What follows belongs to an exercise in optimizing a design on an open flow for small area; a production flow would make more cautious choices. Function was checked by simulation only, so behaviour that the tests miss may differ from the original. Power figures rest on the tool's default switching activity, not on a simulated workload.

## flow/design.v (module list and top-level ports; edited modules follow where they fit)
// module clk_slow: 52 lines
// module distortion: 839 lines
// module trem: 372 lines
// module pedal: 40 lines
module pedal (
    input  logic        clk,
    input  logic        rst,
    input  logic [31:0] x,
    input  logic [1:0]  en,
    input  logic [3:0]  dist_options,
    input  logic [3:0]  trem_options,
    output logic [31:0] y
);
  // ...
==> flow/run.sh <==
#!/bin/bash
# synth_recipe.tcl (not shown) runs the flow's synth.tcl, then flattens the netlist and writes it again
# the make line also repeats each setting of config.mk as NAME=value (left out here)
make -C /OpenROAD-flow-scripts/flow DESIGN_CONFIG=/design/flow/config.mk WORK_HOME=/design/flow/orfs CLKGATE_MAP_FILE= SYNTH_SCRIPT=/design/flow/synth_recipe.tcl finish
==> flow/config.mk <==
export PLATFORM = sky130hd
export DESIGN_NAME = pedal
export DESIGN_NICKNAME = pedal
export VERILOG_FILES = /design/flow/design.v
export SDC_FILE = /design/flow/constraint.sdc
export NUM_CORES = 4
export LEC_CHECK = 0
export CAP_MARGIN = 20
export CORE_MARGIN = 2
export CORE_UTILIZATION = 40
export SLEW_MARGIN = 20
==> flow/constraint.sdc <==
create_clock -name core_clock -period 10.0 [get_ports {clk}]
set_input_delay 2.0000 -clock core_clock [delete_from_list [all_inputs] [get_ports {clk}]]
set_output_delay 2.0000 -clock core_clock [all_outputs]
set_load 0.01 [all_outputs]
==> out/metrics.csv, run 1 <==
stage;metric;value;unit
worst_setup_path;Setup crit start kind;input port;
final_layout;Seq. cell area;2320;µm²
synth;Net Count, Synth;1480;
place;GP Congestion;0.953;
final_layout;fill cell count;2496;
final_layout;clk cell area share;4.71;%
timing;f_max;82.2;MHz
final_layout;fraction of area in multi-input gates;59.1;%
final_layout;post-route insts no fill;1809;
clocking;total CTS buffers;17;
synth;Cell variety after synth;99;
floorplan;area of the core;26000;µm²
pwr;leakage;4.97;nW
timing;headroom to the max-slew limit;31.1;%
synth;Synth area leader;dfxtp_1;
routing;met2 WL;17.2;mm
timing;PnR worst setup slack;-2.17;ns
global_routing;first-pass GRT wire length;56.3;mm
pwr;clock power share;45.0;%
worst_setup_path;R2R Path End;u_trem.p[19];
status;outcome;complete, but fails checks;
synth;post-synthesis mux area share;2.10;%
worst_setup_path;CP Capture Type;flip-flop;
final_layout;Largest regs;u_distortion.y (32), u_trem.y (32), u_trem.p (20);
worst_setup_path;CP most frequent cell;fa_2;
floorplan;die height;166;µm
synth;Simple-Gate Fraction of Synth Area;24.1;%
worst_setup_path;Crit Path Category;in -> reg;
worst_hold_path;worst hold path depth;1;
worst_setup_path;WP depth;36;
floorplan;Starting Density;40.5;%
status;Blocking Checks;setup timing;
pwr;switching share of power;30.2;%
global_routing;met1 GRT Util;33.0;%
synth;Synth area leaders;dfxtp_1, fa_1, nand2_1;
final_layout;Top class by area;multi-input combinational cells;
clocking;Hold Buf Count CTS;0;
worst_setup_path;Worst EP required;10.34;ns
clocking;root buf cell;clkbuf_16;
timing;endpoints failing setup;6;
==> module trem, before the edit <==
module trem (
    input  logic [31:0] x,
    output logic [31:0] y,
    input  logic clk_48,
    input  logic rst,
    input  logic clk_190,
    input  logic clk_380,
    input  logic clk_95,
    input  logic clk_48hz,
    input  logic [3:0] options,
    input  logic en
);
logic [4:0] count_int4, count_int2, count_int, count_int6;
logic       dir_s4_q, dir_s2_q, dir_q, dir_s6_q;
logic [4:0] c0_n, c1_n, c2_n, c3_n;
logic       d0_n, d1_n, d2_n, d3_n;
logic [3:0] tk;
logic [4:0] c0, c1, c2, c3;
logic       d0, d1, d2, d3;
assign tk = {clk_48hz, clk_95, clk_190, clk_380};
assign c0 = count_int4;  assign d0 = dir_s4_q;
assign c1 = count_int2;  assign d1 = dir_s2_q;
assign c2 = count_int;   assign d2 = dir_q;
assign c3 = count_int6;  assign d3 = dir_s6_q;
logic os_54, os_55, os_56, os_57, os_58, os_59, os_60, os_61, os_62, os_63, os_64, os_66, os_67, os_68, os_69, os_70, os_71, os_72, os_73, os_74, os_75, os_76, os_77, os_78, os_79, os_80, os_81, os_82, os_83, os_84, os_85, os_86, os_87, os_88, os_89, os_90, os_91, os_92, os_93, os_94, os_95, os_96, os_97, os_98, os_99, os_100, os_101, os_102, os_103, os_104, os_105, os_106, os_107, os_108, os_109, os_110, os_111, os_112, os_113, os_114, os_115, os_116, os_118, os_119, os_120, os_121, os_122, os_123, os_124, os_125, os_127, os_128, os_129, os_130, os_131, os_132, os_133, os_135, os_136, os_137, os_138, os_139, os_140, os_142, os_143, os_144, os_145, os_147, os_148, os_150, os_151, os_153, os_154, os_156, os_157, os_159, os_160, os_161, os_162, os_164, os_165, os_167, os_168, os_170, os_171, os_173, os_174, os_176, os_177, os_178, os_179, os_181, os_182, os_184, os_185, os_187, os_188, os_190, os_191, os_193, os_194, os_196, os_197, os_199, os_200, os_202, os_203;
assign os_54 = ~rst & tk[0];
assign os_55 = tk[2] & c2[0];
assign os_56 = tk[1] & c1[0];
assign os_57 = ~os_55 & ~os_56;
assign os_58 = tk[3] & c3[0];
assign os_59 = tk[0] & c0[0];
assign os_60 = ~os_58 & ~os_59;
assign os_61 = os_57 & os_60;
assign os_62 = os_54 & os_61;
assign os_63 = ~rst & ~tk[0];
assign os_64 = c0[0] & os_63;
assign c0_n[0] = os_62 | os_64;
assign os_66 = tk[1] & c1[1];
assign os_67 = tk[0] & c0[1];
assign os_68 = ~os_66 & ~os_67;
assign os_69 = tk[3] & c3[1];
assign os_70 = tk[2] & c2[1];
assign os_71 = ~os_69 & ~os_70;
assign os_72 = os_68 & os_71;
assign os_73 = os_61 & os_72;
assign os_74 = ~os_61 & ~os_72;
assign os_75 = ~os_73 & ~os_74;
assign os_76 = tk[2] & d2;
assign os_77 = tk[0] & d0;
assign os_78 = ~os_76 & ~os_77;
assign os_79 = tk[3] & d3;
assign os_80 = tk[1] & d1;
assign os_81 = ~os_79 & ~os_80;
assign os_82 = os_78 & os_81;
assign os_83 = tk[1] & c1[2];
assign os_84 = tk[0] & c0[2];
assign os_85 = ~os_83 & ~os_84;
assign os_86 = tk[3] & c3[2];
assign os_87 = tk[2] & c2[2];
assign os_88 = ~os_86 & ~os_87;
assign os_89 = os_85 & os_88;
assign os_90 = tk[1] & c1[3];
assign os_91 = tk[0] & c0[3];
assign os_92 = ~os_90 & ~os_91;
assign os_93 = tk[3] & c3[3];
assign os_94 = tk[2] & c2[3];
assign os_95 = ~os_93 & ~os_94;
assign os_96 = os_92 & os_95;
assign os_97 = os_89 & os_96;
assign os_98 = tk[1] & c1[4];
assign os_99 = tk[0] & c0[4];
assign os_100 = ~os_98 & ~os_99;
assign os_101 = tk[3] & c3[4];
assign os_102 = tk[2] & c2[4];
assign os_103 = ~os_101 & ~os_102;
assign os_104 = os_100 & os_103;
assign os_105 = os_72 & os_104;
assign os_106 = os_97 & os_105;
assign os_107 = ~os_82 & ~os_106;
assign os_108 = ~os_89 & ~os_96;
assign os_109 = ~os_72 & ~os_104;
assign os_110 = os_108 & os_109;
assign os_111 = ~os_107 & ~os_110;
assign os_112 = os_75 & ~os_111;
assign os_113 = ~os_75 & os_111;
assign os_114 = ~os_112 & ~os_113;
assign os_115 = os_54 & os_114;
assign os_116 = c0[1] & os_63;
assign c0_n[1] = os_115 | os_116;
assign os_118 = os_73 & ~os_111;
assign os_119 = os_74 & os_111;
assign os_120 = ~os_118 & ~os_119;
assign os_121 = os_89 & ~os_120;
assign os_122 = ~os_89 & os_120;
assign os_123 = ~os_121 & ~os_122;
assign os_124 = os_54 & ~os_123;
assign os_125 = c0[2] & os_63;
assign c0_n[2] = os_124 | os_125;
assign os_127 = ~os_118 & ~os_122;
assign os_128 = ~os_97 & ~os_108;
assign os_129 = ~os_127 & os_128;
assign os_130 = os_127 & ~os_128;
assign os_131 = ~os_129 & ~os_130;
assign os_132 = os_54 & os_131;
assign os_133 = c0[3] & os_63;
assign c0_n[3] = os_132 | os_133;
assign os_135 = os_108 & os_119;
assign os_136 = os_104 & ~os_135;
assign os_137 = os_97 & os_118;
assign os_138 = ~os_136 & ~os_137;
assign os_139 = os_54 & os_138;
assign os_140 = c0[4] & os_63;
assign c0_n[4] = os_139 | os_140;
assign os_142 = ~rst & tk[1];
assign os_143 = os_61 & os_142;
assign os_144 = ~rst & ~tk[1];
assign os_145 = c1[0] & os_144;
assign c1_n[0] = os_143 | os_145;
assign os_147 = os_114 & os_142;
assign os_148 = c1[1] & os_144;
assign c1_n[1] = os_147 | os_148;
assign os_150 = ~os_123 & os_142;
assign os_151 = c1[2] & os_144;
assign c1_n[2] = os_150 | os_151;
assign os_153 = os_131 & os_142;
assign os_154 = c1[3] & os_144;
assign c1_n[3] = os_153 | os_154;
assign os_156 = os_138 & os_142;
assign os_157 = c1[4] & os_144;
assign c1_n[4] = os_156 | os_157;
assign os_159 = ~rst & tk[2];
assign os_160 = os_61 & os_159;
assign os_161 = ~rst & ~tk[2];
assign os_162 = c2[0] & os_161;
assign c2_n[0] = os_160 | os_162;
assign os_164 = os_114 & os_159;
assign os_165 = c2[1] & os_161;
assign c2_n[1] = os_164 | os_165;
assign os_167 = ~os_123 & os_159;
assign os_168 = c2[2] & os_161;
assign c2_n[2] = os_167 | os_168;
assign os_170 = os_131 & os_159;
assign os_171 = c2[3] & os_161;
assign c2_n[3] = os_170 | os_171;
assign os_173 = os_138 & os_159;
assign os_174 = c2[4] & os_161;
assign c2_n[4] = os_173 | os_174;
assign os_176 = ~rst & tk[3];
assign os_177 = os_61 & os_176;
assign os_178 = ~rst & ~tk[3];
assign os_179 = c3[0] & os_178;
assign c3_n[0] = os_177 | os_179;
assign os_181 = os_114 & os_176;
assign os_182 = c3[1] & os_178;
assign c3_n[1] = os_181 | os_182;
assign os_184 = ~os_123 & os_176;
assign os_185 = c3[2] & os_178;
assign c3_n[2] = os_184 | os_185;
assign os_187 = os_131 & os_176;
assign os_188 = c3[3] & os_178;
assign c3_n[3] = os_187 | os_188;
assign os_190 = os_138 & os_176;
assign os_191 = c3[4] & os_178;
assign c3_n[4] = os_190 | os_191;
assign os_193 = os_54 & ~os_111;
assign os_194 = d0 & os_63;
assign d0_n = os_193 | os_194;
assign os_196 = ~os_111 & os_142;
assign os_197 = d1 & os_144;
assign d1_n = os_196 | os_197;
assign os_199 = ~os_111 & os_159;
assign os_200 = d2 & os_161;
assign d2_n = os_199 | os_200;
assign os_202 = ~os_111 & os_176;
assign os_203 = d3 & os_178;
assign d3_n = os_202 | os_203;
always_ff @(posedge clk_48) begin
    count_int4 <= c0_n;  dir_s4_q <= d0_n;
    count_int2 <= c1_n;  dir_s2_q <= d1_n;
    count_int  <= c2_n;  dir_q    <= d2_n;
    count_int6 <= c3_n;  dir_s6_q <= d3_n;
end
logic       active;
logic [4:0] c;
assign active = en & (options == 4'b1000 | options == 4'b0100 |
                      options == 4'b0010 | options == 4'b0001);
assign c = ({5{options[3]}} & count_int)  | ({5{options[2]}} & count_int2) |
           ({5{options[1]}} & count_int4) | ({5{options[0]}} & count_int6);
logic [23:0] prod;
logic m1, m2, m3, m4, m5, m6, m7, m8, m9, m10, m11, m12, m13, m14, m15, m16, m17, m18, m19, m20, m21, m22, m23, m24, m25, m26, m27, m28, m29, m30, m31, m32, m33, m34, m35, m36, m37, m38, m39, m40, m41, m42, m43, m44, m45, m46, m47, m48, m49, m50, m51, m52, m53, m54, m55, m56, m57, m58, m59, m60, m61, m62, m63, m64, m65, m66, m67, m68, m69, m70, m71, m72, m73, m74, m75, m76, m77, m78, m79, m80, m81, m82, m83, m84, m85, m86, m87, m88, m89, m90, m91, m92, m93, m94, m95, m96, m97, m98, m99, m100, m101, m102, m103, m104, m105, m106, m107, m108, m109, m110, m111, m112, m113, m114, m115, m116, m117, m118, m119, m120, m121, m122, m123, m124, m125, m126, m127, m128, m129, m130, m131, m132, m133, m134, m135, m136, m137, m138, m139, m140, m141, m142, m143, m144, m145, m146, m147, m148, m149, m150, m151, m152, m153, m154, m155, m156, m157, m158, m159, m160, m161, m162, m163, m164, m165, m166, m167, m168;
assign m1 = (c[0] & x[1]) ^ (c[1] & x[0]);
assign m2 = (c[0] & x[1]) & (c[1] & x[0]);
assign m3 = (c[0] & x[2]) ^ (c[1] & x[1]) ^ m2;
assign m4 = ((c[0] & x[2]) & (c[1] & x[1])) | (m2 & ((c[0] & x[2]) ^ (c[1] & x[1])));
assign m5 = (c[0] & x[3]) ^ (c[1] & x[2]) ^ m4;
assign m6 = ((c[0] & x[3]) & (c[1] & x[2])) | (m4 & ((c[0] & x[3]) ^ (c[1] & x[2])));
assign m7 = (c[0] & x[4]) ^ (c[1] & x[3]) ^ m6;
assign m8 = ((c[0] & x[4]) & (c[1] & x[3])) | (m6 & ((c[0] & x[4]) ^ (c[1] & x[3])));
assign m9 = (c[0] & x[5]) ^ (c[1] & x[4]) ^ m8;
assign m10 = ((c[0] & x[5]) & (c[1] & x[4])) | (m8 & ((c[0] & x[5]) ^ (c[1] & x[4])));
assign m11 = (c[0] & x[6]) ^ (c[1] & x[5]) ^ m10;
assign m12 = ((c[0] & x[6]) & (c[1] & x[5])) | (m10 & ((c[0] & x[6]) ^ (c[1] & x[5])));
assign m13 = (c[0] & x[7]) ^ (c[1] & x[6]) ^ m12;
assign m14 = ((c[0] & x[7]) & (c[1] & x[6])) | (m12 & ((c[0] & x[7]) ^ (c[1] & x[6])));
assign m15 = (c[0] & x[8]) ^ (c[1] & x[7]) ^ m14;
assign m16 = ((c[0] & x[8]) & (c[1] & x[7])) | (m14 & ((c[0] & x[8]) ^ (c[1] & x[7])));
assign m17 = (c[0] & x[9]) ^ (c[1] & x[8]) ^ m16;
assign m18 = ((c[0] & x[9]) & (c[1] & x[8])) | (m16 & ((c[0] & x[9]) ^ (c[1] & x[8])));
assign m19 = (c[0] & x[10]) ^ (c[1] & x[9]) ^ m18;
assign m20 = ((c[0] & x[10]) & (c[1] & x[9])) | (m18 & ((c[0] & x[10]) ^ (c[1] & x[9])));
assign m21 = (c[0] & x[11]) ^ (c[1] & x[10]) ^ m20;
assign m22 = ((c[0] & x[11]) & (c[1] & x[10])) | (m20 & ((c[0] & x[11]) ^ (c[1] & x[10])));
assign m23 = (c[0] & x[12]) ^ (c[1] & x[11]) ^ m22;
assign m24 = ((c[0] & x[12]) & (c[1] & x[11])) | (m22 & ((c[0] & x[12]) ^ (c[1] & x[11])));
assign m25 = (c[0] & x[13]) ^ (c[1] & x[12]) ^ m24;
assign m26 = ((c[0] & x[13]) & (c[1] & x[12])) | (m24 & ((c[0] & x[13]) ^ (c[1] & x[12])));
assign m27 = (c[0] & x[14]) ^ (c[1] & x[13]) ^ m26;
assign m28 = ((c[0] & x[14]) & (c[1] & x[13])) | (m26 & ((c[0] & x[14]) ^ (c[1] & x[13])));
assign m29 = (c[0] & x[15]) ^ (c[1] & x[14]) ^ m28;
assign m30 = ((c[0] & x[15]) & (c[1] & x[14])) | (m28 & ((c[0] & x[15]) ^ (c[1] & x[14])));
assign m31 = (c[0] & x[16]) ^ (c[1] & x[15]) ^ m30;
assign m32 = ((c[0] & x[16]) & (c[1] & x[15])) | (m30 & ((c[0] & x[16]) ^ (c[1] & x[15])));
assign m33 = (c[0] & x[17]) ^ (c[1] & x[16]) ^ m32;
assign m34 = ((c[0] & x[17]) & (c[1] & x[16])) | (m32 & ((c[0] & x[17]) ^ (c[1] & x[16])));
assign m35 = (c[0] & x[18]) ^ (c[1] & x[17]) ^ m34;
assign m36 = ((c[0] & x[18]) & (c[1] & x[17])) | (m34 & ((c[0] & x[18]) ^ (c[1] & x[17])));
assign m37 = (c[0] & x[19]) ^ (c[1] & x[18]) ^ m36;
assign m38 = ((c[0] & x[19]) & (c[1] & x[18])) | (m36 & ((c[0] & x[19]) ^ (c[1] & x[18])));
assign m39 = (c[0] & x[20]) ^ (c[1] & x[19]) ^ m38;
assign m40 = ((c[0] & x[20]) & (c[1] & x[19])) | (m38 & ((c[0] & x[20]) ^ (c[1] & x[19])));
assign m41 = (c[0] & x[21]) ^ (c[1] & x[20]) ^ m40;
assign m42 = ((c[0] & x[21]) & (c[1] & x[20])) | (m40 & ((c[0] & x[21]) ^ (c[1] & x[20])));
assign m43 = (c[0] & x[22]) ^ (c[1] & x[21]) ^ m42;
assign m44 = ((c[0] & x[22]) & (c[1] & x[21])) | (m42 & ((c[0] & x[22]) ^ (c[1] & x[21])));
assign m45 = ((c[0] & x[23]) ^ (c[1] & x[22]) ^ m44);
assign m46 = m3 ^ (c[2] & x[0]);
assign m47 = m3 & (c[2] & x[0]);
assign m48 = m5 ^ (c[2] & x[1]) ^ m47;
assign m49 = (m5 & (c[2] & x[1])) | (m47 & (m5 ^ (c[2] & x[1])));
assign m50 = m7 ^ (c[2] & x[2]) ^ m49;
assign m51 = (m7 & (c[2] & x[2])) | (m49 & (m7 ^ (c[2] & x[2])));
assign m52 = m9 ^ (c[2] & x[3]) ^ m51;
assign m53 = (m9 & (c[2] & x[3])) | (m51 & (m9 ^ (c[2] & x[3])));
assign m54 = m11 ^ (c[2] & x[4]) ^ m53;
assign m55 = (m11 & (c[2] & x[4])) | (m53 & (m11 ^ (c[2] & x[4])));
assign m56 = m13 ^ (c[2] & x[5]) ^ m55;
assign m57 = (m13 & (c[2] & x[5])) | (m55 & (m13 ^ (c[2] & x[5])));
assign m58 = m15 ^ (c[2] & x[6]) ^ m57;
assign m59 = (m15 & (c[2] & x[6])) | (m57 & (m15 ^ (c[2] & x[6])));
assign m60 = m17 ^ (c[2] & x[7]) ^ m59;
assign m61 = (m17 & (c[2] & x[7])) | (m59 & (m17 ^ (c[2] & x[7])));
assign m62 = m19 ^ (c[2] & x[8]) ^ m61;
assign m63 = (m19 & (c[2] & x[8])) | (m61 & (m19 ^ (c[2] & x[8])));
assign m64 = m21 ^ (c[2] & x[9]) ^ m63;
assign m65 = (m21 & (c[2] & x[9])) | (m63 & (m21 ^ (c[2] & x[9])));
assign m66 = m23 ^ (c[2] & x[10]) ^ m65;
assign m67 = (m23 & (c[2] & x[10])) | (m65 & (m23 ^ (c[2] & x[10])));
assign m68 = m25 ^ (c[2] & x[11]) ^ m67;
assign m69 = (m25 & (c[2] & x[11])) | (m67 & (m25 ^ (c[2] & x[11])));
assign m70 = m27 ^ (c[2] & x[12]) ^ m69;
assign m71 = (m27 & (c[2] & x[12])) | (m69 & (m27 ^ (c[2] & x[12])));
assign m72 = m29 ^ (c[2] & x[13]) ^ m71;
assign m73 = (m29 & (c[2] & x[13])) | (m71 & (m29 ^ (c[2] & x[13])));
assign m74 = m31 ^ (c[2] & x[14]) ^ m73;
assign m75 = (m31 & (c[2] & x[14])) | (m73 & (m31 ^ (c[2] & x[14])));
assign m76 = m33 ^ (c[2] & x[15]) ^ m75;
assign m77 = (m33 & (c[2] & x[15])) | (m75 & (m33 ^ (c[2] & x[15])));
assign m78 = m35 ^ (c[2] & x[16]) ^ m77;
assign m79 = (m35 & (c[2] & x[16])) | (m77 & (m35 ^ (c[2] & x[16])));
assign m80 = m37 ^ (c[2] & x[17]) ^ m79;
assign m81 = (m37 & (c[2] & x[17])) | (m79 & (m37 ^ (c[2] & x[17])));
assign m82 = m39 ^ (c[2] & x[18]) ^ m81;
assign m83 = (m39 & (c[2] & x[18])) | (m81 & (m39 ^ (c[2] & x[18])));
assign m84 = m41 ^ (c[2] & x[19]) ^ m83;
assign m85 = (m41 & (c[2] & x[19])) | (m83 & (m41 ^ (c[2] & x[19])));
assign m86 = m43 ^ (c[2] & x[20]) ^ m85;
assign m87 = (m43 & (c[2] & x[20])) | (m85 & (m43 ^ (c[2] & x[20])));
assign m88 = (m45 ^ (c[2] & x[21]) ^ m87);
assign m89 = m48 ^ (c[3] & x[0]);
assign m90 = m48 & (c[3] & x[0]);
assign m91 = m50 ^ (c[3] & x[1]) ^ m90;
assign m92 = (m50 & (c[3] & x[1])) | (m90 & (m50 ^ (c[3] & x[1])));
assign m93 = m52 ^ (c[3] & x[2]) ^ m92;
assign m94 = (m52 & (c[3] & x[2])) | (m92 & (m52 ^ (c[3] & x[2])));
assign m95 = m54 ^ (c[3] & x[3]) ^ m94;
assign m96 = (m54 & (c[3] & x[3])) | (m94 & (m54 ^ (c[3] & x[3])));
assign m97 = m56 ^ (c[3] & x[4]) ^ m96;
assign m98 = (m56 & (c[3] & x[4])) | (m96 & (m56 ^ (c[3] & x[4])));
assign m99 = m58 ^ (c[3] & x[5]) ^ m98;
assign m100 = (m58 & (c[3] & x[5])) | (m98 & (m58 ^ (c[3] & x[5])));
assign m101 = m60 ^ (c[3] & x[6]) ^ m100;
assign m102 = (m60 & (c[3] & x[6])) | (m100 & (m60 ^ (c[3] & x[6])));
assign m103 = m62 ^ (c[3] & x[7]) ^ m102;
assign m104 = (m62 & (c[3] & x[7])) | (m102 & (m62 ^ (c[3] & x[7])));
assign m105 = m64 ^ (c[3] & x[8]) ^ m104;
assign m106 = (m64 & (c[3] & x[8])) | (m104 & (m64 ^ (c[3] & x[8])));
assign m107 = m66 ^ (c[3] & x[9]) ^ m106;
assign m108 = (m66 & (c[3] & x[9])) | (m106 & (m66 ^ (c[3] & x[9])));
assign m109 = m68 ^ (c[3] & x[10]) ^ m108;
assign m110 = (m68 & (c[3] & x[10])) | (m108 & (m68 ^ (c[3] & x[10])));
assign m111 = m70 ^ (c[3] & x[11]) ^ m110;
assign m112 = (m70 & (c[3] & x[11])) | (m110 & (m70 ^ (c[3] & x[11])));
assign m113 = m72 ^ (c[3] & x[12]) ^ m112;
assign m114 = (m72 & (c[3] & x[12])) | (m112 & (m72 ^ (c[3] & x[12])));
assign m115 = m74 ^ (c[3] & x[13]) ^ m114;
assign m116 = (m74 & (c[3] & x[13])) | (m114 & (m74 ^ (c[3] & x[13])));
assign m117 = m76 ^ (c[3] & x[14]) ^ m116;
assign m118 = (m76 & (c[3] & x[14])) | (m116 & (m76 ^ (c[3] & x[14])));
assign m119 = m78 ^ (c[3] & x[15]) ^ m118;
assign m120 = (m78 & (c[3] & x[15])) | (m118 & (m78 ^ (c[3] & x[15])));
assign m121 = m80 ^ (c[3] & x[16]) ^ m120;
assign m122 = (m80 & (c[3] & x[16])) | (m120 & (m80 ^ (c[3] & x[16])));
assign m123 = m82 ^ (c[3] & x[17]) ^ m122;
assign m124 = (m82 & (c[3] & x[17])) | (m122 & (m82 ^ (c[3] & x[17])));
assign m125 = m84 ^ (c[3] & x[18]) ^ m124;
assign m126 = (m84 & (c[3] & x[18])) | (m124 & (m84 ^ (c[3] & x[18])));
assign m127 = m86 ^ (c[3] & x[19]) ^ m126;
assign m128 = (m86 & (c[3] & x[19])) | (m126 & (m86 ^ (c[3] & x[19])));
assign m129 = (m88 ^ (c[3] & x[20]) ^ m128);
assign m130 = m91 ^ (c[4] & x[0]);
assign m131 = m91 & (c[4] & x[0]);
assign m132 = m93 ^ (c[4] & x[1]) ^ m131;
assign m133 = (m93 & (c[4] & x[1])) | (m131 & (m93 ^ (c[4] & x[1])));
assign m134 = m95 ^ (c[4] & x[2]) ^ m133;
assign m135 = (m95 & (c[4] & x[2])) | (m133 & (m95 ^ (c[4] & x[2])));
assign m136 = m97 ^ (c[4] & x[3]) ^ m135;
assign m137 = (m97 & (c[4] & x[3])) | (m135 & (m97 ^ (c[4] & x[3])));
assign m138 = m99 ^ (c[4] & x[4]) ^ m137;
assign m139 = (m99 & (c[4] & x[4])) | (m137 & (m99 ^ (c[4] & x[4])));
assign m140 = m101 ^ (c[4] & x[5]) ^ m139;
assign m141 = (m101 & (c[4] & x[5])) | (m139 & (m101 ^ (c[4] & x[5])));
assign m142 = m103 ^ (c[4] & x[6]) ^ m141;
assign m143 = (m103 & (c[4] & x[6])) | (m141 & (m103 ^ (c[4] & x[6])));
assign m144 = m105 ^ (c[4] & x[7]) ^ m143;
assign m145 = (m105 & (c[4] & x[7])) | (m143 & (m105 ^ (c[4] & x[7])));
assign m146 = m107 ^ (c[4] & x[8]) ^ m145;
assign m147 = (m107 & (c[4] & x[8])) | (m145 & (m107 ^ (c[4] & x[8])));
assign m148 = m109 ^ (c[4] & x[9]) ^ m147;
assign m149 = (m109 & (c[4] & x[9])) | (m147 & (m109 ^ (c[4] & x[9])));
assign m150 = m111 ^ (c[4] & x[10]) ^ m149;
assign m151 = (m111 & (c[4] & x[10])) | (m149 & (m111 ^ (c[4] & x[10])));
assign m152 = m113 ^ (c[4] & x[11]) ^ m151;
assign m153 = (m113 & (c[4] & x[11])) | (m151 & (m113 ^ (c[4] & x[11])));
assign m154 = m115 ^ (c[4] & x[12]) ^ m153;
assign m155 = (m115 & (c[4] & x[12])) | (m153 & (m115 ^ (c[4] & x[12])));
assign m156 = m117 ^ (c[4] & x[13]) ^ m155;
assign m157 = (m117 & (c[4] & x[13])) | (m155 & (m117 ^ (c[4] & x[13])));
assign m158 = m119 ^ (c[4] & x[14]) ^ m157;
assign m159 = (m119 & (c[4] & x[14])) | (m157 & (m119 ^ (c[4] & x[14])));
assign m160 = m121 ^ (c[4] & x[15]) ^ m159;
assign m161 = (m121 & (c[4] & x[15])) | (m159 & (m121 ^ (c[4] & x[15])));
assign m162 = m123 ^ (c[4] & x[16]) ^ m161;
assign m163 = (m123 & (c[4] & x[16])) | (m161 & (m123 ^ (c[4] & x[16])));
assign m164 = m125 ^ (c[4] & x[17]) ^ m163;
assign m165 = (m125 & (c[4] & x[17])) | (m163 & (m125 ^ (c[4] & x[17])));
assign m166 = m127 ^ (c[4] & x[18]) ^ m165;
assign m167 = (m127 & (c[4] & x[18])) | (m165 & (m127 ^ (c[4] & x[18])));
assign m168 = (m129 ^ (c[4] & x[19]) ^ m167);
assign prod = {m168, m166, m164, m162, m160, m158, m156, m154, m152, m150, m148, m146, m144, m142, m140, m138, m136, m134, m132, m130, m89, m46, m1, (c[0] & x[0])};
logic [19:0] p;
always_ff @(posedge clk_48) begin
    if (rst) begin
        p <= 20'h0;
        y <= 32'h0;
    end else if (active) begin
        p <= prod[23:4];
        y <= {12'h000, p};
    end else begin
        y <= x;
    end
end
endmodule
==> inputs of run 2 (changes only) <==
--- a/flow/design.v
+++ b/flow/design.v
@@ -1077,185 +1077,202 @@
                       options == 4'b0010 | options == 4'b0001);
 assign c = ({5{options[3]}} & count_int)  | ({5{options[2]}} & count_int2) |
            ({5{options[1]}} & count_int4) | ({5{options[0]}} & count_int6);
-logic [23:0] prod;
+logic [23:0] mpp0; assign mpp0 = {24{c[0]}} & x[23:0];
+logic [23:0] mpp1; assign mpp1 = {24{c[1]}} & x[23:0];
+logic [23:0] mpp2; assign mpp2 = {24{c[2]}} & x[23:0];
+logic [23:0] mpp3; assign mpp3 = {24{c[3]}} & x[23:0];
+logic [23:0] mpp4; assign mpp4 = {24{c[4]}} & x[23:0];
 logic m1, m2, m3, m4, m5, m6, m7, m8, m9, m10, m11, m12, m13, m14, m15, m16, m17, m18, m19, m20, m21, m22, m23, m24, m25, m26, m27, m28, m29, m30, m31, m32, m33, m34, m35, m36, m37, m38, m39, m40, m41, m42, m43, m44, m45, m46, m47, m48, m49, m50, m51, m52, m53, m54, m55, m56, m57, m58, m59, m60, m61, m62, m63, m64, m65, m66, m67, m68, m69, m70, m71, m72, m73, m74, m75, m76, m77, m78, m79, m80, m81, m82, m83, m84, m85, m86, m87, m88, m89, m90, m91, m92, m93, m94, m95, m96, m97, m98, m99, m100, m101, m102, m103, m104, m105, m106, m107, m108, m109, m110, m111, m112, m113, m114, m115, m116, m117, m118, m119, m120, m121, m122, m123, m124, m125, m126, m127, m128, m129, m130, m131, m132, m133, m134, m135, m136, m137, m138, m139, m140, m141, m142, m143, m144, m145, m146, m147, m148, m149, m150, m151, m152, m153, m154, m155, m156, m157, m158, m159, m160, m161, m162, m163, m164, m165, m166, m167, m168;
-assign m1 = (c[0] & x[1]) ^ (c[1] & x[0]);
-assign m2 = (c[0] & x[1]) & (c[1] & x[0]);
-assign m3 = (c[0] & x[2]) ^ (c[1] & x[1]) ^ m2;
-assign m4 = ((c[0] & x[2]) & (c[1] & x[1])) | (m2 & ((c[0] & x[2]) ^ (c[1] & x[1])));
-assign m5 = (c[0] & x[3]) ^ (c[1] & x[2]) ^ m4;
-assign m6 = ((c[0] & x[3]) & (c[1] & x[2])) | (m4 & ((c[0] & x[3]) ^ (c[1] & x[2])));
-assign m7 = (c[0] & x[4]) ^ (c[1] & x[3]) ^ m6;
-assign m8 = ((c[0] & x[4]) & (c[1] & x[3])) | (m6 & ((c[0] & x[4]) ^ (c[1] & x[3])));
-assign m9 = (c[0] & x[5]) ^ (c[1] & x[4]) ^ m8;
-assign m10 = ((c[0] & x[5]) & (c[1] & x[4])) | (m8 & ((c[0] & x[5]) ^ (c[1] & x[4])));
-assign m11 = (c[0] & x[6]) ^ (c[1] & x[5]) ^ m10;
-assign m12 = ((c[0] & x[6]) & (c[1] & x[5])) | (m10 & ((c[0] & x[6]) ^ (c[1] & x[5])));
-assign m13 = (c[0] & x[7]) ^ (c[1] & x[6]) ^ m12;
-assign m14 = ((c[0] & x[7]) & (c[1] & x[6])) | (m12 & ((c[0] & x[7]) ^ (c[1] & x[6])));
-assign m15 = (c[0] & x[8]) ^ (c[1] & x[7]) ^ m14;
-assign m16 = ((c[0] & x[8]) & (c[1] & x[7])) | (m14 & ((c[0] & x[8]) ^ (c[1] & x[7])));
-assign m17 = (c[0] & x[9]) ^ (c[1] & x[8]) ^ m16;
-assign m18 = ((c[0] & x[9]) & (c[1] & x[8])) | (m16 & ((c[0] & x[9]) ^ (c[1] & x[8])));
-assign m19 = (c[0] & x[10]) ^ (c[1] & x[9]) ^ m18;
-assign m20 = ((c[0] & x[10]) & (c[1] & x[9])) | (m18 & ((c[0] & x[10]) ^ (c[1] & x[9])));
-assign m21 = (c[0] & x[11]) ^ (c[1] & x[10]) ^ m20;
-assign m22 = ((c[0] & x[11]) & (c[1] & x[10])) | (m20 & ((c[0] & x[11]) ^ (c[1] & x[10])));
-assign m23 = (c[0] & x[12]) ^ (c[1] & x[11]) ^ m22;
-assign m24 = ((c[0] & x[12]) & (c[1] & x[11])) | (m22 & ((c[0] & x[12]) ^ (c[1] & x[11])));
-assign m25 = (c[0] & x[13]) ^ (c[1] & x[12]) ^ m24;
-assign m26 = ((c[0] & x[13]) & (c[1] & x[12])) | (m24 & ((c[0] & x[13]) ^ (c[1] & x[12])));
-assign m27 = (c[0] & x[14]) ^ (c[1] & x[13]) ^ m26;
-assign m28 = ((c[0] & x[14]) & (c[1] & x[13])) | (m26 & ((c[0] & x[14]) ^ (c[1] & x[13])));
-assign m29 = (c[0] & x[15]) ^ (c[1] & x[14]) ^ m28;
-assign m30 = ((c[0] & x[15]) & (c[1] & x[14])) | (m28 & ((c[0] & x[15]) ^ (c[1] & x[14])));
-assign m31 = (c[0] & x[16]) ^ (c[1] & x[15]) ^ m30;
-assign m32 = ((c[0] & x[16]) & (c[1] & x[15])) | (m30 & ((c[0] & x[16]) ^ (c[1] & x[15])));
-assign m33 = (c[0] & x[17]) ^ (c[1] & x[16]) ^ m32;
-assign m34 = ((c[0] & x[17]) & (c[1] & x[16])) | (m32 & ((c[0] & x[17]) ^ (c[1] & x[16])));
-assign m35 = (c[0] & x[18]) ^ (c[1] & x[17]) ^ m34;
-assign m36 = ((c[0] & x[18]) & (c[1] & x[17])) | (m34 & ((c[0] & x[18]) ^ (c[1] & x[17])));
-assign m37 = (c[0] & x[19]) ^ (c[1] & x[18]) ^ m36;
-assign m38 = ((c[0] & x[19]) & (c[1] & x[18])) | (m36 & ((c[0] & x[19]) ^ (c[1] & x[18])));
-assign m39 = (c[0] & x[20]) ^ (c[1] & x[19]) ^ m38;
-assign m40 = ((c[0] & x[20]) & (c[1] & x[19])) | (m38 & ((c[0] & x[20]) ^ (c[1] & x[19])));
-assign m41 = (c[0] & x[21]) ^ (c[1] & x[20]) ^ m40;
-assign m42 = ((c[0] & x[21]) & (c[1] & x[20])) | (m40 & ((c[0] & x[21]) ^ (c[1] & x[20])));
-assign m43 = (c[0] & x[22]) ^ (c[1] & x[21]) ^ m42;
-assign m44 = ((c[0] & x[22]) & (c[1] & x[21])) | (m42 & ((c[0] & x[22]) ^ (c[1] & x[21])));
-assign m45 = ((c[0] & x[23]) ^ (c[1] & x[22]) ^ m44);
-assign m46 = m3 ^ (c[2] & x[0]);
-assign m47 = m3 & (c[2] & x[0]);
-assign m48 = m5 ^ (c[2] & x[1]) ^ m47;
-assign m49 = (m5 & (c[2] & x[1])) | (m47 & (m5 ^ (c[2] & x[1])));
-assign m50 = m7 ^ (c[2] & x[2]) ^ m49;
-assign m51 = (m7 & (c[2] & x[2])) | (m49 & (m7 ^ (c[2] & x[2])));
-assign m52 = m9 ^ (c[2] & x[3]) ^ m51;
-assign m53 = (m9 & (c[2] & x[3])) | (m51 & (m9 ^ (c[2] & x[3])));
-assign m54 = m11 ^ (c[2] & x[4]) ^ m53;
-assign m55 = (m11 & (c[2] & x[4])) | (m53 & (m11 ^ (c[2] & x[4])));
-assign m56 = m13 ^ (c[2] & x[5]) ^ m55;
-assign m57 = (m13 & (c[2] & x[5])) | (m55 & (m13 ^ (c[2] & x[5])));
-assign m58 = m15 ^ (c[2] & x[6]) ^ m57;
-assign m59 = (m15 & (c[2] & x[6])) | (m57 & (m15 ^ (c[2] & x[6])));
-assign m60 = m17 ^ (c[2] & x[7]) ^ m59;
-assign m61 = (m17 & (c[2] & x[7])) | (m59 & (m17 ^ (c[2] & x[7])));
-assign m62 = m19 ^ (c[2] & x[8]) ^ m61;
-assign m63 = (m19 & (c[2] & x[8])) | (m61 & (m19 ^ (c[2] & x[8])));
-assign m64 = m21 ^ (c[2] & x[9]) ^ m63;
-assign m65 = (m21 & (c[2] & x[9])) | (m63 & (m21 ^ (c[2] & x[9])));
-assign m66 = m23 ^ (c[2] & x[10]) ^ m65;
-assign m67 = (m23 & (c[2] & x[10])) | (m65 & (m23 ^ (c[2] & x[10])));
-assign m68 = m25 ^ (c[2] & x[11]) ^ m67;
-assign m69 = (m25 & (c[2] & x[11])) | (m67 & (m25 ^ (c[2] & x[11])));
-assign m70 = m27 ^ (c[2] & x[12]) ^ m69;
-assign m71 = (m27 & (c[2] & x[12])) | (m69 & (m27 ^ (c[2] & x[12])));
-assign m72 = m29 ^ (c[2] & x[13]) ^ m71;
-assign m73 = (m29 & (c[2] & x[13])) | (m71 & (m29 ^ (c[2] & x[13])));
-assign m74 = m31 ^ (c[2] & x[14]) ^ m73;
-assign m75 = (m31 & (c[2] & x[14])) | (m73 & (m31 ^ (c[2] & x[14])));
-assign m76 = m33 ^ (c[2] & x[15]) ^ m75;
-assign m77 = (m33 & (c[2] & x[15])) | (m75 & (m33 ^ (c[2] & x[15])));
-assign m78 = m35 ^ (c[2] & x[16]) ^ m77;
-assign m79 = (m35 & (c[2] & x[16])) | (m77 & (m35 ^ (c[2] & x[16])));
-assign m80 = m37 ^ (c[2] & x[17]) ^ m79;
-assign m81 = (m37 & (c[2] & x[17])) | (m79 & (m37 ^ (c[2] & x[17])));
-assign m82 = m39 ^ (c[2] & x[18]) ^ m81;
-assign m83 = (m39 & (c[2] & x[18])) | (m81 & (m39 ^ (c[2] & x[18])));
-assign m84 = m41 ^ (c[2] & x[19]) ^ m83;
-assign m85 = (m41 & (c[2] & x[19])) | (m83 & (m41 ^ (c[2] & x[19])));
-assign m86 = m43 ^ (c[2] & x[20]) ^ m85;
-assign m87 = (m43 & (c[2] & x[20])) | (m85 & (m43 ^ (c[2] & x[20])));
-assign m88 = (m45 ^ (c[2] & x[21]) ^ m87);
-assign m89 = m48 ^ (c[3] & x[0]);
-assign m90 = m48 & (c[3] & x[0]);
-assign m91 = m50 ^ (c[3] & x[1]) ^ m90;
-assign m92 = (m50 & (c[3] & x[1])) | (m90 & (m50 ^ (c[3] & x[1])));
-assign m93 = m52 ^ (c[3] & x[2]) ^ m92;
-assign m94 = (m52 & (c[3] & x[2])) | (m92 & (m52 ^ (c[3] & x[2])));
-assign m95 = m54 ^ (c[3] & x[3]) ^ m94;
-assign m96 = (m54 & (c[3] & x[3])) | (m94 & (m54 ^ (c[3] & x[3])));
-assign m97 = m56 ^ (c[3] & x[4]) ^ m96;
-assign m98 = (m56 & (c[3] & x[4])) | (m96 & (m56 ^ (c[3] & x[4])));
-assign m99 = m58 ^ (c[3] & x[5]) ^ m98;
-assign m100 = (m58 & (c[3] & x[5])) | (m98 & (m58 ^ (c[3] & x[5])));
-assign m101 = m60 ^ (c[3] & x[6]) ^ m100;
-assign m102 = (m60 & (c[3] & x[6])) | (m100 & (m60 ^ (c[3] & x[6])));
-assign m103 = m62 ^ (c[3] & x[7]) ^ m102;
-assign m104 = (m62 & (c[3] & x[7])) | (m102 & (m62 ^ (c[3] & x[7])));
-assign m105 = m64 ^ (c[3] & x[8]) ^ m104;
-assign m106 = (m64 & (c[3] & x[8])) | (m104 & (m64 ^ (c[3] & x[8])));
-assign m107 = m66 ^ (c[3] & x[9]) ^ m106;
-assign m108 = (m66 & (c[3] & x[9])) | (m106 & (m66 ^ (c[3] & x[9])));
-assign m109 = m68 ^ (c[3] & x[10]) ^ m108;
-assign m110 = (m68 & (c[3] & x[10])) | (m108 & (m68 ^ (c[3] & x[10])));
-assign m111 = m70 ^ (c[3] & x[11]) ^ m110;
-assign m112 = (m70 & (c[3] & x[11])) | (m110 & (m70 ^ (c[3] & x[11])));
-assign m113 = m72 ^ (c[3] & x[12]) ^ m112;
-assign m114 = (m72 & (c[3] & x[12])) | (m112 & (m72 ^ (c[3] & x[12])));
-assign m115 = m74 ^ (c[3] & x[13]) ^ m114;
-assign m116 = (m74 & (c[3] & x[13])) | (m114 & (m74 ^ (c[3] & x[13])));
-assign m117 = m76 ^ (c[3] & x[14]) ^ m116;
-assign m118 = (m76 & (c[3] & x[14])) | (m116 & (m76 ^ (c[3] & x[14])));
-assign m119 = m78 ^ (c[3] & x[15]) ^ m118;
-assign m120 = (m78 & (c[3] & x[15])) | (m118 & (m78 ^ (c[3] & x[15])));
-assign m121 = m80 ^ (c[3] & x[16]) ^ m120;
-assign m122 = (m80 & (c[3] & x[16])) | (m120 & (m80 ^ (c[3] & x[16])));
-assign m123 = m82 ^ (c[3] & x[17]) ^ m122;
-assign m124 = (m82 & (c[3] & x[17])) | (m122 & (m82 ^ (c[3] & x[17])));
-assign m125 = m84 ^ (c[3] & x[18]) ^ m124;
-assign m126 = (m84 & (c[3] & x[18])) | (m124 & (m84 ^ (c[3] & x[18])));
-assign m127 = m86 ^ (c[3] & x[19]) ^ m126;
-assign m128 = (m86 & (c[3] & x[19])) | (m126 & (m86 ^ (c[3] & x[19])));
-assign m129 = (m88 ^ (c[3] & x[20]) ^ m128);
-assign m130 = m91 ^ (c[4] & x[0]);
-assign m131 = m91 & (c[4] & x[0]);
-assign m132 = m93 ^ (c[4] & x[1]) ^ m131;
-assign m133 = (m93 & (c[4] & x[1])) | (m131 & (m93 ^ (c[4] & x[1])));
-assign m134 = m95 ^ (c[4] & x[2]) ^ m133;
-assign m135 = (m95 & (c[4] & x[2])) | (m133 & (m95 ^ (c[4] & x[2])));
-assign m136 = m97 ^ (c[4] & x[3]) ^ m135;
-assign m137 = (m97 & (c[4] & x[3])) | (m135 & (m97 ^ (c[4] & x[3])));
-assign m138 = m99 ^ (c[4] & x[4]) ^ m137;
-assign m139 = (m99 & (c[4] & x[4])) | (m137 & (m99 ^ (c[4] & x[4])));
-assign m140 = m101 ^ (c[4] & x[5]) ^ m139;
-assign m141 = (m101 & (c[4] & x[5])) | (m139 & (m101 ^ (c[4] & x[5])));
-assign m142 = m103 ^ (c[4] & x[6]) ^ m141;
-assign m143 = (m103 & (c[4] & x[6])) | (m141 & (m103 ^ (c[4] & x[6])));
-assign m144 = m105 ^ (c[4] & x[7]) ^ m143;
-assign m145 = (m105 & (c[4] & x[7])) | (m143 & (m105 ^ (c[4] & x[7])));
-assign m146 = m107 ^ (c[4] & x[8]) ^ m145;
-assign m147 = (m107 & (c[4] & x[8])) | (m145 & (m107 ^ (c[4] & x[8])));
-assign m148 = m109 ^ (c[4] & x[9]) ^ m147;
-assign m149 = (m109 & (c[4] & x[9])) | (m147 & (m109 ^ (c[4] & x[9])));
-assign m150 = m111 ^ (c[4] & x[10]) ^ m149;
-assign m151 = (m111 & (c[4] & x[10])) | (m149 & (m111 ^ (c[4] & x[10])));
-assign m152 = m113 ^ (c[4] & x[11]) ^ m151;
-assign m153 = (m113 & (c[4] & x[11])) | (m151 & (m113 ^ (c[4] & x[11])));
-assign m154 = m115 ^ (c[4] & x[12]) ^ m153;
-assign m155 = (m115 & (c[4] & x[12])) | (m153 & (m115 ^ (c[4] & x[12])));
-assign m156 = m117 ^ (c[4] & x[13]) ^ m155;
-assign m157 = (m117 & (c[4] & x[13])) | (m155 & (m117 ^ (c[4] & x[13])));
-assign m158 = m119 ^ (c[4] & x[14]) ^ m157;
-assign m159 = (m119 & (c[4] & x[14])) | (m157 & (m119 ^ (c[4] & x[14])));
-assign m160 = m121 ^ (c[4] & x[15]) ^ m159;
-assign m161 = (m121 & (c[4] & x[15])) | (m159 & (m121 ^ (c[4] & x[15])));
-assign m162 = m123 ^ (c[4] & x[16]) ^ m161;
-assign m163 = (m123 & (c[4] & x[16])) | (m161 & (m123 ^ (c[4] & x[16])));
-assign m164 = m125 ^ (c[4] & x[17]) ^ m163;
-assign m165 = (m125 & (c[4] & x[17])) | (m163 & (m125 ^ (c[4] & x[17])));
-assign m166 = m127 ^ (c[4] & x[18]) ^ m165;
-assign m167 = (m127 & (c[4] & x[18])) | (m165 & (m127 ^ (c[4] & x[18])));
-assign m168 = (m129 ^ (c[4] & x[19]) ^ m167);
-assign prod = {m168, m166, m164, m162, m160, m158, m156, m154, m152, m150, m148, m146, m144, m142, m140, m138, m136, m134, m132, m130, m89, m46, m1, (c[0] & x[0])};
-logic [19:0] p;
+assign m1 = mpp0[4] ^ mpp1[3];
+assign m2 = mpp0[4] & mpp1[3];
+assign m3 = mpp0[5] ^ mpp1[4] ^ mpp2[3];
+assign m4 = (mpp0[5] & mpp1[4]) | (mpp2[3] & (mpp0[5] ^ mpp1[4]));
+assign m5 = mpp0[6] ^ mpp1[5] ^ mpp2[4];
+assign m6 = (mpp0[6] & mpp1[5]) | (mpp2[4] & (mpp0[6] ^ mpp1[5]));
+assign m7 = mpp0[7] ^ mpp1[6] ^ mpp2[5];
+assign m8 = (mpp0[7] & mpp1[6]) | (mpp2[5] & (mpp0[7] ^ mpp1[6]));
+assign m9 = mpp0[8] ^ mpp1[7] ^ mpp2[6];
+assign m10 = (mpp0[8] & mpp1[7]) | (mpp2[6] & (mpp0[8] ^ mpp1[7]));
+assign m11 = mpp0[9] ^ mpp1[8] ^ mpp2[7];
+assign m12 = (mpp0[9] & mpp1[8]) | (mpp2[7] & (mpp0[9] ^ mpp1[8]));
+assign m13 = mpp0[10] ^ mpp1[9] ^ mpp2[8];
+assign m14 = (mpp0[10] & mpp1[9]) | (mpp2[8] & (mpp0[10] ^ mpp1[9]));
+assign m15 = mpp0[11] ^ mpp1[10] ^ mpp2[9];
+assign m16 = (mpp0[11] & mpp1[10]) | (mpp2[9] & (mpp0[11] ^ mpp1[10]));
+assign m17 = mpp0[12] ^ mpp1[11] ^ mpp2[10];
+assign m18 = (mpp0[12] & mpp1[11]) | (mpp2[10] & (mpp0[12] ^ mpp1[11]));
+assign m19 = mpp0[13] ^ mpp1[12] ^ mpp2[11];
+assign m20 = (mpp0[13] & mpp1[12]) | (mpp2[11] & (mpp0[13] ^ mpp1[12]));
+assign m21 = mpp0[14] ^ mpp1[13] ^ mpp2[12];
+assign m22 = (mpp0[14] & mpp1[13]) | (mpp2[12] & (mpp0[14] ^ mpp1[13]));
+assign m23 = mpp0[15] ^ mpp1[14] ^ mpp2[13];
+assign m24 = (mpp0[15] & mpp1[14]) | (mpp2[13] & (mpp0[15] ^ mpp1[14]));
+assign m25 = mpp0[16] ^ mpp1[15] ^ mpp2[14];
+assign m26 = (mpp0[16] & mpp1[15]) | (mpp2[14] & (mpp0[16] ^ mpp1[15]));
+assign m27 = mpp0[17] ^ mpp1[16] ^ mpp2[15];
+assign m28 = (mpp0[17] & mpp1[16]) | (mpp2[15] & (mpp0[17] ^ mpp1[16]));
+assign m29 = mpp0[18] ^ mpp1[17] ^ mpp2[16];
+assign m30 = (mpp0[18] & mpp1[17]) | (mpp2[16] & (mpp0[18] ^ mpp1[17]));
+assign m31 = mpp0[19] ^ mpp1[18] ^ mpp2[17];
+assign m32 = (mpp0[19] & mpp1[18]) | (mpp2[17] & (mpp0[19] ^ mpp1[18]));
+assign m33 = mpp0[20] ^ mpp1[19] ^ mpp2[18];
+assign m34 = (mpp0[20] & mpp1[19]) | (mpp2[18] & (mpp0[20] ^ mpp1[19]));
+assign m35 = mpp0[21] ^ mpp1[20] ^ mpp2[19];
+assign m36 = (mpp0[21] & mpp1[20]) | (mpp2[19] & (mpp0[21] ^ mpp1[20]));
+assign m37 = mpp0[22] ^ mpp1[21] ^ mpp2[20];
+assign m38 = (mpp0[22] & mpp1[21]) | (mpp2[20] & (mpp0[22] ^ mpp1[21]));
+assign m39 = mpp0[23] ^ mpp1[22] ^ mpp2[21];
+assign m40 = mpp0[3] ^ mpp1[2];
+assign m41 = mpp0[3] & mpp1[2];
+assign m42 = mpp2[2] ^ mpp3[1] ^ mpp4[0];
+assign m43 = (mpp2[2] & mpp3[1]) | (mpp4[0] & (mpp2[2] ^ mpp3[1]));
+assign m44 = m2 ^ mpp3[2] ^ mpp4[1];
+assign m45 = (m2 & mpp3[2]) | (mpp4[1] & (m2 ^ mpp3[2]));
+assign m46 = m4 ^ mpp3[3] ^ mpp4[2];
+assign m47 = (m4 & mpp3[3]) | (mpp4[2] & (m4 ^ mpp3[3]));
+assign m48 = m6 ^ mpp3[4] ^ mpp4[3];
+assign m49 = (m6 & mpp3[4]) | (mpp4[3] & (m6 ^ mpp3[4]));
+assign m50 = m8 ^ mpp3[5] ^ mpp4[4];
+assign m51 = (m8 & mpp3[5]) | (mpp4[4] & (m8 ^ mpp3[5]));
+assign m52 = m10 ^ mpp3[6] ^ mpp4[5];
+assign m53 = (m10 & mpp3[6]) | (mpp4[5] & (m10 ^ mpp3[6]));
+assign m54 = m12 ^ mpp3[7] ^ mpp4[6];
+assign m55 = (m12 & mpp3[7]) | (mpp4[6] & (m12 ^ mpp3[7]));
+assign m56 = m14 ^ mpp3[8] ^ mpp4[7];
+assign m57 = (m14 & mpp3[8]) | (mpp4[7] & (m14 ^ mpp3[8]));
+assign m58 = m16 ^ mpp3[9] ^ mpp4[8];
+assign m59 = (m16 & mpp3[9]) | (mpp4[8] & (m16 ^ mpp3[9]));
+assign m60 = m18 ^ mpp3[10] ^ mpp4[9];
+assign m61 = (m18 & mpp3[10]) | (mpp4[9] & (m18 ^ mpp3[10]));
+assign m62 = m20 ^ mpp3[11] ^ mpp4[10];
+assign m63 = (m20 & mpp3[11]) | (mpp4[10] & (m20 ^ mpp3[11]));
+assign m64 = m22 ^ mpp3[12] ^ mpp4[11];
+assign m65 = (m22 & mpp3[12]) | (mpp4[11] & (m22 ^ mpp3[12]));
+assign m66 = m24 ^ mpp3[13] ^ mpp4[12];
+assign m67 = (m24 & mpp3[13]) | (mpp4[12] & (m24 ^ mpp3[13]));
+assign m68 = m26 ^ mpp3[14] ^ mpp4[13];
+assign m69 = (m26 & mpp3[14]) | (mpp4[13] & (m26 ^ mpp3[14]));
+assign m70 = m28 ^ mpp3[15] ^ mpp4[14];
+assign m71 = (m28 & mpp3[15]) | (mpp4[14] & (m28 ^ mpp3[15]));
+assign m72 = m30 ^ mpp3[16] ^ mpp4[15];
+assign m73 = (m30 & mpp3[16]) | (mpp4[15] & (m30 ^ mpp3[16]));
+assign m74 = m32 ^ mpp3[17] ^ mpp4[16];
+assign m75 = (m32 & mpp3[17]) | (mpp4[16] & (m32 ^ mpp3[17]));
+assign m76 = m34 ^ mpp3[18] ^ mpp4[17];
+assign m77 = (m34 & mpp3[18]) | (mpp4[17] & (m34 ^ mpp3[18]));
+assign m78 = m36 ^ mpp3[19] ^ mpp4[18];
+assign m79 = (m36 & mpp3[19]) | (mpp4[18] & (m36 ^ mpp3[19]));
+assign m80 = m38 ^ m39 ^ mpp3[20];
+assign m81 = mpp0[2] ^ mpp1[1];
+assign m82 = mpp0[2] & mpp1[1];
+assign m83 = mpp2[1] ^ mpp3[0] ^ m40;
+assign m84 = (mpp2[1] & mpp3[0]) | (m40 & (mpp2[1] ^ mpp3[0]));
+assign m85 = m41 ^ m1 ^ m42;
+assign m86 = (m41 & m1) | (m42 & (m41 ^ m1));
+assign m87 = m43 ^ m3 ^ m44;
+assign m88 = (m43 & m3) | (m44 & (m43 ^ m3));
+assign m89 = m45 ^ m5 ^ m46;
+assign m90 = (m45 & m5) | (m46 & (m45 ^ m5));
+assign m91 = m47 ^ m7 ^ m48;
+assign m92 = (m47 & m7) | (m48 & (m47 ^ m7));
+assign m93 = m49 ^ m9 ^ m50;
+assign m94 = (m49 & m9) | (m50 & (m49 ^ m9));
+assign m95 = m51 ^ m11 ^ m52;
+assign m96 = (m51 & m11) | (m52 & (m51 ^ m11));
+assign m97 = m53 ^ m13 ^ m54;
+assign m98 = (m53 & m13) | (m54 & (m53 ^ m13));
+assign m99 = m55 ^ m15 ^ m56;
+assign m100 = (m55 & m15) | (m56 & (m55 ^ m15));
+assign m101 = m57 ^ m17 ^ m58;
+assign m102 = (m57 & m17) | (m58 & (m57 ^ m17));
+assign m103 = m59 ^ m19 ^ m60;
+assign m104 = (m59 & m19) | (m60 & (m59 ^ m19));
+assign m105 = m61 ^ m21 ^ m62;
+assign m106 = (m61 & m21) | (m62 & (m61 ^ m21));
+assign m107 = m63 ^ m23 ^ m64;
+assign m108 = (m63 & m23) | (m64 & (m63 ^ m23));
+assign m109 = m65 ^ m25 ^ m66;
+assign m110 = (m65 & m25) | (m66 & (m65 ^ m25));
+assign m111 = m67 ^ m27 ^ m68;
+assign m112 = (m67 & m27) | (m68 & (m67 ^ m27));
+assign m113 = m69 ^ m29 ^ m70;
+assign m114 = (m69 & m29) | (m70 & (m69 ^ m29));
+assign m115 = m71 ^ m31 ^ m72;
+assign m116 = (m71 & m31) | (m72 & (m71 ^ m31));
+assign m117 = m73 ^ m33 ^ m74;
+assign m118 = (m73 & m33) | (m74 & (m73 ^ m33));
+assign m119 = m75 ^ m35 ^ m76;
+assign m120 = (m75 & m35) | (m76 & (m75 ^ m35));
+assign m121 = m77 ^ m37 ^ m78;
+assign m122 = (m77 & m37) | (m78 & (m77 ^ m37));
+assign m123 = m79 ^ m80 ^ mpp4[19];
+assign m124 = mpp0[1] ^ mpp1[0];
+assign m125 = mpp0[1] & mpp1[0];
+assign m126 = mpp2[0] ^ m81 ^ m125;
+assign m127 = (mpp2[0] & m81) | (m125 & (mpp2[0] ^ m81));
+assign m128 = m82 ^ m83 ^ m127;
+assign m129 = (m82 & m83) | (m127 & (m82 ^ m83));
+assign m130 = m84 ^ m85 ^ m129;
+assign m131 = (m84 & m85) | (m129 & (m84 ^ m85));
+assign m132 = m86 ^ m87 ^ m131;
+assign m133 = (m86 & m87) | (m131 & (m86 ^ m87));
+assign m134 = m88 ^ m89 ^ m133;
+assign m135 = (m88 & m89) | (m133 & (m88 ^ m89));
+assign m136 = m90 ^ m91 ^ m135;
+assign m137 = (m90 & m91) | (m135 & (m90 ^ m91));
+assign m138 = m92 ^ m93 ^ m137;
+assign m139 = (m92 & m93) | (m137 & (m92 ^ m93));
+assign m140 = m94 ^ m95 ^ m139;
+assign m141 = (m94 & m95) | (m139 & (m94 ^ m95));
+assign m142 = m96 ^ m97 ^ m141;
+assign m143 = (m96 & m97) | (m141 & (m96 ^ m97));
+assign m144 = m98 ^ m99 ^ m143;
+assign m145 = (m98 & m99) | (m143 & (m98 ^ m99));
+assign m146 = m100 ^ m101;
+assign m147 = m100 & m101;
+assign m148 = m102 ^ m103 ^ m147;
+assign m149 = (m102 & m103) | (m147 & (m102 ^ m103));
+assign m150 = m104 ^ m105 ^ m149;
+assign m151 = (m104 & m105) | (m149 & (m104 ^ m105));
+assign m152 = m106 ^ m107 ^ m151;
+assign m153 = (m106 & m107) | (m151 & (m106 ^ m107));
+assign m154 = m108 ^ m109 ^ m153;
+assign m155 = (m108 & m109) | (m153 & (m108 ^ m109));
+assign m156 = m110 ^ m111 ^ m155;
+assign m157 = (m110 & m111) | (m155 & (m110 ^ m111));
+assign m158 = m112 ^ m113 ^ m157;
+assign m159 = (m112 & m113) | (m157 & (m112 ^ m113));
+assign m160 = m114 ^ m115 ^ m159;
+assign m161 = (m114 & m115) | (m159 & (m114 ^ m115));
+assign m162 = m116 ^ m117 ^ m161;
+assign m163 = (m116 & m117) | (m161 & (m116 ^ m117));
+assign m164 = m118 ^ m119 ^ m163;
+assign m165 = (m118 & m119) | (m163 & (m118 ^ m119));
+assign m166 = m120 ^ m121 ^ m165;
+assign m167 = (m120 & m121) | (m165 & (m120 ^ m121));
+assign m168 = m122 ^ m123 ^ m167;
+logic [7:0]  p_lo;
+logic [11:0] p_hi;
+logic        p_c;
+logic [11:0] p_hi_sum;   
+logic [12:0] inc_c;
+assign inc_c[0] = p_c;
+genvar gi;
+for (gi = 0; gi < 12; gi = gi + 1) begin : g_inc
+    assign p_hi_sum[gi]  = p_hi[gi] ^ inc_c[gi];
+    assign inc_c[gi + 1] = p_hi[gi] & inc_c[gi];
+end
 always_ff @(posedge clk_48) begin
     if (rst) begin
-        p <= 20'h0;
-        y <= 32'h0;
+        p_lo <= 8'h0;
+        p_hi <= 12'h0;
+        p_c  <= 1'b0;
+        y    <= 32'h0;
     end else if (active) begin
-        p <= prod[23:4];
-        y <= {12'h000, p};
+        p_lo <= {m144, m142, m140, m138, m136, m134, m132, m130};
+        p_hi <= {m168, m166, m164, m162, m160, m158, m156, m154, m152, m150, m148, m146};
+        p_c  <= m145;
+        y    <= {12'h000, p_hi_sum, p_lo};
     end else begin
         y <= x;
     end
==> out/metrics.csv, run 2 <==
stage;metric;value;unit;change
job;max-cap violations;0;;
synth;Seq cells post-synth;117;;
final_layout;share of layout cells above drive strength 1;8.88;%;
clocking;Resized Gates After CTS;0;;
timing;RSZ-0062 raised after global routing;no;;
global_routing;largest net degree at the start of global routing;48;;
final_layout;fin area;12800;µm²;
synth;most used flip-flop cell after synthesis;dfxtp_1;;
final_layout;final core utilization;46.4;%;
clocking;Clock Tree Buf Depth;2;;
floorplan;die height;171;µm;+2.8%
timing;period utilization;90.5;%;
pwr;clock power share;44.8;%;-0.2 points
floorplan;Starting Density;40.3;%;-0.18 points
synth;Yosys top cell area share;21.0;%;
timing;headroom to the max-slew limit;35.3;%;+4.2 points
synth;number of synthesized flops with an enable pin;0;;
pwr;Switch Pwr;0.415;mW;
worst_hold_path;worst hold path depth;1;;unchanged
worst_setup_path;worst reg2reg path startpoint;u_trem.count_int[0];;
timing;setup TNS;0;ns;
timing;hold_ws;0.424;ns;
clocking;htree depth;4;;
place;Detailed Place HPWL;26.5;mm;
routing;first-pass iteration count of the detailed router;6;;
place;dpl cells;1821;;
synth;Synth area leaders;dfxtp_1, fa_1, nand2_1;;
pwr;PwrDens;109;nW/µm²;
worst_setup_path;Crit Path Category;in -> reg;;
final_layout;Largest regs;u_distortion.y (32), u_trem.y (32), u_trem.p_hi (12);;
routing;WL final;34.3;mm;
routing;Vias/cell;5.67;;
timing;Slew @ Worst Pin;0.966;ns;
worst_setup_path;R2R Path End;u_trem.p_hi[11];;
clocking;CTS tree;done;;
routing;DR vias;10509;;
final_layout;antenna cells;0;;
final_layout;most frequent cells in the layout;nand2_1, nor2_1, dfxtp_1;;
worst_hold_path;Worst Hold Class;reg -> reg;;
worst_setup_path;worst reg2reg path depth;27;;
synth;synthesized area per cell;7.83;µm²;
synth;Synth top cells by count;nand2_1, nor2_1, dfxtp_1;;
clocking;Worst-Skew Late Latency;0.42;ns;
worst_setup_path;Setup crit start kind;input port;;
pwr;leakage;5.08;nW;+2.1%
synth;post-synthesis async set-or-reset flop share;0;%;
final_layout;commonest non-fill, non-tap cell in the layout;nand2_1;;
clocking;Hold Buf Count CTS;0;;unchanged
pwr;switching share of power;29.8;%;-0.44 points
pwr;Sequential Power Share;35.9;%;
pwr;Logic pwr share;19.3;%;
clocking;Clock Sinks;117;;
clocking;clock transition at the registers of the reported paths;0.06;ns;
timing;Final Critical Period;9.05;ns;
floorplan;Die ar.;29200;µm²;
pwr;Total Power;1.39;mW;
place;I/O Buffers;75;;
final_layout;area delta synth->final;15.1;%;
place;dpl ws;0.471;ns;
floorplan;Die X;171;µm;
status;outcome;timing/DRC/antenna clean;;
worst_setup_path;Worst R2R Setup Slack;2.82;ns;
global_routing;initial antenna violation count;0;;
synth;post-synthesis cell count;1424;;
worst_hold_path;Hold Path Origin;u_distortion.y[27];;
place;GP Congestion;0.979;;+2.8%
synth;Net Count, Synth;1585;;+7.1%
worst_setup_path;crit path max fanout;22;;
floorplan;I/O pin cnt;76;;
timing;f_max;111;MHz;+34%
floorplan;row count;61;;
synth;Seq/Total Area, Yosys;21.0;%;
global_routing;Total GRT Usage;24.0;%;
clocking;root buf cell;clkbuf_16;;
worst_setup_path;CP Capture Type;flip-flop;;
synth;most common cell in the netlist;nand2_1;;
synth;Warnings, synthesis;3;;
clocking;total CTS buffers;17;;unchanged
synth;Cell variety after synth;109;;+10%
synth;cell area after synthesis;11100;µm²;
final_layout;Final nets;1623;;
routing;ANT nets after route;0;;
global_routing;vias in the first global route;10215;;
timing;final hold violations;0;;
timing;PnR worst setup slack;0.952;ns;+3.12 ns
timing;fin. max-slew vios;0;;
timing;endpoints failing setup;0;;-6
worst_setup_path;Crit path arrival time;9.38;ns;
worst_setup_path;Worst EP required;10.33;ns;about the same
timing;Clock Skew;0.00879;ns;
routing;Post-route DRC;0;;
clocking;post-CTS setup buffer count;0;;
place;area post-placement;12200;µm²;
pwr;worst vdd ir;0.0875;mV;
worst_hold_path;Worst Hold Path EP;u_trem.y[27];;
routing;Wirelength per Cell;18.5;µm;
floorplan;area of the core;27600;µm²;+6.3%
pwr;Pint;0.977;mW;
final_layout;post-route insts no fill;1853;;+2.4%
global_routing;first-pass GRT wire length;55.0;mm;-2.4%
synth;Synth area leader;dfxtp_1;;
routing;initial drt markers;790;;
global_routing;grt ovf;0;;
[run 2: power by group through the flow]
| stage | Sequential [mW] | Combinational, mW | Clock, mW |
|---|---|---|---|
| 2_1_floorplan | 0.506 | 0.168 | 0 |
| 3_3_place_gp | 0.510 | 0.265 | 0 |
| 3_5_place_dp | 0.510 | 0.263 | 0 |
| 4_1_cts | 0.500 | 0.265 | 0.637 |
| 5_1_grt | 0.502 | 0.290 | 0.656 |
| 6_report | 0.500 | 0.269 | 0.624 |
[run 2: worst max-delay path, cell delays in order]
cell             delay, ns
clkdlybuf4s50_1       0.65
a22oi_1               0.14
nand2_1               0.12
buf_4                 0.23
and2_1                0.18
fa_1                  0.18
inv_1                 0.06
fa_1                  0.45
fa_1                  0.54
inv_1                 0.04
ha_1                  0.16
inv_1                 0.06
fa_1                  0.16
inv_1                 0.05
fa_1                  0.38
fa_1                  0.41
fa_1                  0.40
fa_1                  0.39
fa_1                  0.40
fa_1                  0.39
fa_1                  0.38
fa_1                  0.39
fa_1                  0.39
xnor2_1               0.19
xnor2_1               0.15
xnor2_1               0.15
xnor2_1               0.09
a211oi_1              0.23
[run 2: cell type report]
class	count	area [µm²]
timing repair buffer	118	1070
clock inverter	14	178
multi-input combinational	1104	7960
clock buffer	18	429
tap	378	473
fill	2775	14800
inverter	104	390
sequential	117	2340
[run 2: how the worst max path moves through the flow]
stage	depth (start not counted)	start	slack (ns)	endpoint
2_1_floorplan	39	x[23]	0.72	u_distortion.y[11]
3_3_place_gp	28	trem_options[1]	0.58	u_trem.p_hi[11]
3_5_place_dp	28	trem_options[1]	0.47	u_trem.p_hi[11]
4_1_cts	28	trem_options[1]	0.92	u_trem.p_hi[11]
5_1_grt	28	trem_options[1]	0.53	u_trem.p_hi[11]
6_report	28	trem_options[1]	0.95	u_trem.p_hi[11]
[run 2: logic make-up after synthesis]
| logic type | Yosys count | share of synthesized area, % |
|---|---|---|
| AO/OA/AOI/OAI | 377 | 24.8 |
| flip-flops | 117 | 21.0 |
| buffers and inverters | 203 | 7.64 |
| AND/OR/NAND/NOR | 563 | 24.4 |
| adder cells (fa/ha/maj) | 118 | 18.3 |
| multiplexers | 17 | 1.56 |
| XOR/XNOR | 29 | 2.28 |
[run 2: layer usage]
layer  track usage [%]  up-vias  share of wire, %  routed length, µm
met1              31.2     5049                44              15000
li1                  -     5026                 -                  -
met4              9.47        0               3.2               1100
met2              40.4      359                48              16400
met5                 0        -                 0                  0
met3              3.17       75               5.3               1800

==> static timing again, ports no longer ideal <==
Ports are ideal in the flow. The routed layouts listed here were re-timed in OpenROAD.
Step 1 assumes that a clkbuf_16 drives the clock port and a buf_2 every other input.
Step 2 times the ports against the registers' clock, not the clock port: input delays grow and output delays shrink by t, the midpoint of the rising clock arrivals with the driver on.
Slacks: ideal / step 1 / step 2; pairs: ideal / step 1.
| run | t, ns | slack for setup (ns) | worst hold slack (ns) | cell pins on the clock port's net |
|---|---|---|---|---|
| run 1 | 0.458 | -2.168 / -2.162 / -2.620 | 0.426 / 0.426 / 0.426 | 1 |
| run 2 | 0.468 | 0.952 / 0.966 / 0.498 | 0.424 / 0.424 / 0.424 | 1 |
The setup slack of run 2, which loses most, moves by +0.014 ns with the drivers and by -0.454 ns with both steps.
